What follows belongs to an exercise in optimizing a design on an open flow for small area, a short achievable clock period and few clock cycles per item; a production flow would make more cautious choices.
The RTL was checked by simulation tests, not by an equivalence proof against the original design.

==> flow/design.v, too long to show whole: its modules and the start of the top module <==
// module convolution: 21611 lines
// module fa: 4 lines
// module ha: 4 lines
module convolution (
    input wire clk,
    input wire rst,
    input wire start,
    input wire [647:0] input_matrix,
    output reg [647:0] output_matrix,
    output reg done
);
  // ...
==> flow/run.sh <==
#!/bin/bash
# synth_recipe.tcl (not shown) runs the flow's synth.tcl, then flattens the netlist and writes it again
# the make line also repeats each setting of config.mk as NAME=value (left out here)
make -C /OpenROAD-flow-scripts/flow DESIGN_CONFIG=/design/flow/config.mk WORK_HOME=/design/flow/orfs CLKGATE_MAP_FILE= SYNTH_SCRIPT=/design/flow/synth_recipe.tcl finish
==> flow/config.mk <==
export PLATFORM = sky130hd
export DESIGN_NAME = convolution
export DESIGN_NICKNAME = convolution
export VERILOG_FILES = /design/flow/design.v
export SDC_FILE = /design/flow/constraint.sdc
export NUM_CORES = 4
export LEC_CHECK = 0
export CAP_MARGIN = 20
export CORE_MARGIN = 2
export CORE_UTILIZATION = 50
export PLACE_DENSITY = 0.6
export SLEW_MARGIN = 20
export SYNTH_HIERARCHICAL = 1
export SYNTH_MINIMUM_KEEP_SIZE = 0
==> flow/constraint.sdc <==
create_clock -name core_clock -period 16.0 [get_ports {clk}]
set_input_delay 3.2000 -clock core_clock [delete_from_list [all_inputs] [get_ports {clk}]]
set_output_delay 3.2000 -clock core_clock [all_outputs]
set_load 0.01 [all_outputs]
==> impl_metrics.yaml, run 1 <==
logic_synthesis:
  synthTopCellsByArea: "fa_1 72%, ha_1 12%, edfxtp_1 10%"
  yosysWarnings: 7
  ys_seq_area_frac: 0.0999
  yosysTopAreaCell: "fa_1"
  synthCells: 12054
  synth_most_common_cell: "fa_1"
  synth_ff_type: "edfxtp_1"
route:
  vias: 102935
  firstDrtPassIters: 8
  wl_met3_um: 33800
  wl_met1_um: 209000
cells_and_area:
  instances_no_fill: 18882
  buffers: 1389
  finalNetCount: 23170
  top_regs: "output_matrix: 648 flops, done: 1 flops"
  clock_area_frac: 0.0157
  multi_input_area_share: 0.769
  regArea_um2: 19500
  layout_commonest_cell: "fa_1"
  multi_input_gates: 9460
  utilization: 0.563
  layout_common_cells: "7029 x fa_1, 1945 x inv_1, 1944 x ha_1, 1297 x clkdlybuf4s50_1, 648 x edfxtp_1"
global_route:
  grt_use_total: 0.315
  globalRouteMet1Util: 0.385
  grt_max_degree: 143
  grt_busiest_layer: "met2"
  grt_pass1_wl_um: 877000
  grt_pass1_vias: 129109
clocking:
  cts-buffers-inserted: 101
  postCtsSetupBuffers: 0
floorplanning:
  die_h_um: 628
sta:
  relSlewSlack: 0.309
  worst_pin_slew_ns: 1.04
  hold_ws_ns: 0.470
  setup_slack_ns: 1.90
place:
  placedCellCount: 18640
critical_path:
  rrSetupSlack_ns: 15.23
  rr_worst_depth: 1
  cp_max_fo: 5
status:
  outcome: "timing/DRC/antenna clean"
Testbench counts, summed over its fixed seeds: cycles 96, items 96.
==> inputs of run 2 (changes only) <==
==> flow/flow/run.sh (new file) <==
#!/bin/bash
# Own layout flow: the standard flow (standard.sh, unchanged synthesis), with the
# port buffers that global placement inserts made sky130_fd_sc_hd__buf_1 instead of
# the default pick (a clock delay buffer). Every port still gets its own buffer.
set -euo pipefail
bash standard.sh "BUFFER_PORTS_ARGS=-buffer_cell sky130_fd_sc_hd__buf_1" finish > flow_make.log 2>&1
==> flow/standard.sh (new file) <==
#!/bin/bash
# synth_recipe.tcl (not shown) runs the flow's synth.tcl, then flattens the netlist and writes it again
# the make line also repeats each setting of config.mk as NAME=value (left out here)
make -C /OpenROAD-flow-scripts/flow DESIGN_CONFIG=/design/flow/config.mk WORK_HOME=/design/flow/orfs CLKGATE_MAP_FILE= SYNTH_SCRIPT=/design/flow/synth_recipe.tcl "${@:-finish}"
removed: flow/run.sh
==> impl_metrics.yaml, run 2 <==
clocking:
  cts-buffers-inserted: 102
  htreeDepth: 3
  cts_buffer_depth: 4
  postCtsSetupBuffers: 0
  clkTransAtPathRegs_ns: 0.06
  clock_sink_count: 649
  clockRootBuffer: "clkbuf_16"
  cts_hold_buf: 0
  post_cts_resized: 0
  cts_tree: "yes"
  clk_latency_ns: 0.85
floorplanning:
  start_util: 0.502
  ioPinCount: 1300
  rows: 229
  die_h_um: 628
  die_w_um: 628
  core_um2: 389000
  die-area_um2: 395000
cells_and_area:
  fill_cells: 32105
  layout_commonest_cell: "fa_1"
  area_growth_pct: 8.07
  largest-register: "output_matrix"
  finalNetCount: 23173
  utilization: 0.542
  finalInstanceArea_um2: 211000
  layout_common_cells: "7029 x fa_1, 1945 x inv_1, 1944 x ha_1, 1292 x buf_1, 648 x edfxtp_1"
  drive_gt1_frac: 0.0194
  largest_register_ffs: 648
  top_regs: "output_matrix: 648 flops, done: 1 flops"
critical_path:
  critPathCaptureType: "flip-flop"
  crit_path_frequent_cell: "fa_1"
  cp_max_fo: 5
  rr_worst_depth: 1
  worstSetupPathType: "in2reg"
  cp.arrival_ns: 14.27
  cp_slowest_stage_delay_ns: 0.81
  cp.required_ns: 16.65
  crit_path_top_delay_cell: "fa_1"
  critPathLaunchType: "primary input"
route:
  via_per_inst: 5.44
  firstDrtPassIters: 7
  first_iter_violations: 5715
  wl_per_cell_um: 30.2
  finalWirelength_um: 571000
  vias: 102948
  drc: 0
  ant_nets: 0
job:
  max_cap_violations: 0
global_route:
  grt_max_degree: 141
  grt_pass1_wl_um: 862000
  grt_use_total: 0.308
  grt_overflow: 0
  grt_pass1_vias: 129591
  antenna_found_initial: 128
logic_synthesis:
  synth_ff_type: "edfxtp_1"
  syn_nets: 21678
  yosysWarnings: 7
  syn-mean-instance-area_um2: 16.2
  synth_edf_count: 648
  yosysTopAreaCell: "fa_1"
  synthTopCellsByArea: "fa_1 72%, ha_1 12%, edfxtp_1 10%"
  syn_area_um2: 195000
  synth_top_area_share: 0.722
  yosys_register_bits: 649
  synth_most_common_cell: "fa_1"
  synthCells: 12054
  ys_seq_area_frac: 0.0999
  async_flop_share: 0.00154
  synth_cell_types: 11
  synthTopCellsByCount: "7029 x fa_1, 1945 x inv_1, 1944 x ha_1, 648 x edfxtp_1, 162 x nand2_1"
sta:
  period_needed_ns: 13.61
  rsz0062_at_grt: "false"
  clock_skew_ns: 0
  worst_pin_slew_ns: 1.08
  setup_violations: 0
  relSlewSlack: 0.283
  max_freq_mhz: 73.4
  setup_slack_ns: 2.39
  final_max_slew_viol_count: 0
  hold_viol: 0
  hold_ws_ns: 0.469
  period_share: 0.851
  fin_setup_tns_ns: 0
place:
  hpwl_um: 537000
  dpl_cell_area_um2: 207000
  place_congestion: 0.968
  port_buffers: 1299
  dp_slack_ns: 1.44
min_path:
  hold_path.class: "reg2reg"
  worstHoldPathCells: 1
status:
  outcome: "timing/DRC/antenna clean"
[run 2: path summary, 6_finish.rpt]
check / end / slack [ns] / startpoint
hold reg to reg: done / 0.47 / done
setup / recovery: output_matrix[247] / 2.39 / input_matrix[241]
hold / removal: done / 0.47 / done
setup reg to reg: done / 15.23 / done
min in group asynchronous: done / 2.14 / rst
max in group asynchronous: done / 13.77 / rst
[run 2: logic make-up after synthesis]
| group | count (synthesis) | synth area share |
|---|---|---|
| adder cells (fa/ha/maj) | 8973 | 0.846 |
| flip-flops | 649 | 0.0999 |
| buffers and inverters | 1945 | 0.0374 |
| AND/OR/NAND/NOR | 244 | 0.00575 |
| XOR/XNOR | 81 | 0.00364 |
| AO/OA/AOI/OAI | 162 | 0.00676 |
[run 2: final cells by class]
type / instances / area [µm²] / share of cell area
diodes: 82 / 205 / 0.000974
flip-flops and latches: 649 / 19500 / 0.0925
repair buffers: 1391 / 5620 / 0.0266
well taps: 5197 / 6500 / 0.0309
clock buffers: 110 / 2650 / 0.0126
clock inverters: 74 / 772 / 0.00366
multi-input cells: 9460 / 168000 / 0.798
inverters: 1945 / 7300 / 0.0346
[run 2: layer usage]
| layer | global-route usage | vias to the layer above | routed length (µm) |
|---|---|---|---|
| li1 | - | 40622 | - |
| met1 | 0.379 | 58539 | 206000 |
| met2 | 0.528 | 3011 | 299000 |
| met3 | 0.0540 | 760 | 32900 |
| met4 | 0.149 | 16 | 33500 |
| met5 | 0 | - | 110 |
[run 2: modules after synthesis (local to each module, per instance)]
module | flops+latches | cell area, µm² | cells inside | times used
convolution | 649 | 40700 | 3891 | 1
fa | 0 | 20.0 | 1 | 6948
ha | 0 | 12.5 | 1 | 1215
[run 2: critical path: cells and delay by family]
kind / cells / cell delay, ns
XOR/XNOR: 1 / 0.17
buffers and inverters: 3 / 0.88
adder cells (fa/ha/maj): 26 / 9.99
[run 2: metrics by stage]
stage | instances
floorplan | 12054
global placement | 18642
detailed placement | 18642
CTS | 18826
global route | 18899
finish | 18908

## afterwards: timing with drivers on the ports
How much do the figures lean on ideal ports? The routed layouts below were timed once more, with nothing changed but the port constraints.
Step 1 (the two cells are an assumption about what drives the block):
set clk [get_ports {clk}]
set_driving_cell -lib_cell sky130_fd_sc_hd__clkbuf_16 $clk
set_driving_cell -lib_cell sky130_fd_sc_hd__buf_2 [delete_from_list [all_inputs] $clk]
Step 2 times the ports against the registers' clock, not the clock port: input delays grow and output delays shrink by t, the midpoint of the rising clock arrivals with the driver on.
Three values: ideal ports, drivers, drivers and shift; two values: the first two.
run | shift t [ns] | slack for setup (ns) | clock arrival spread, ns | worst slew at a driven data input, ns | cell pins on the clock port's net
run 1 | 0.999 | 1.903 / 1.994 / 0.995 | 0.074 / 0.074 | 0.30 | 1
run 2 | 1.004 | 2.385 / 2.387 / 1.383 | 0.076 / 0.076 | 0.29 | 1
After both steps every run listed still meets setup and hold. For run 2, which loses most, drivers alone change the setup slack by +0.002 ns; drivers and shift together by -1.002 ns.
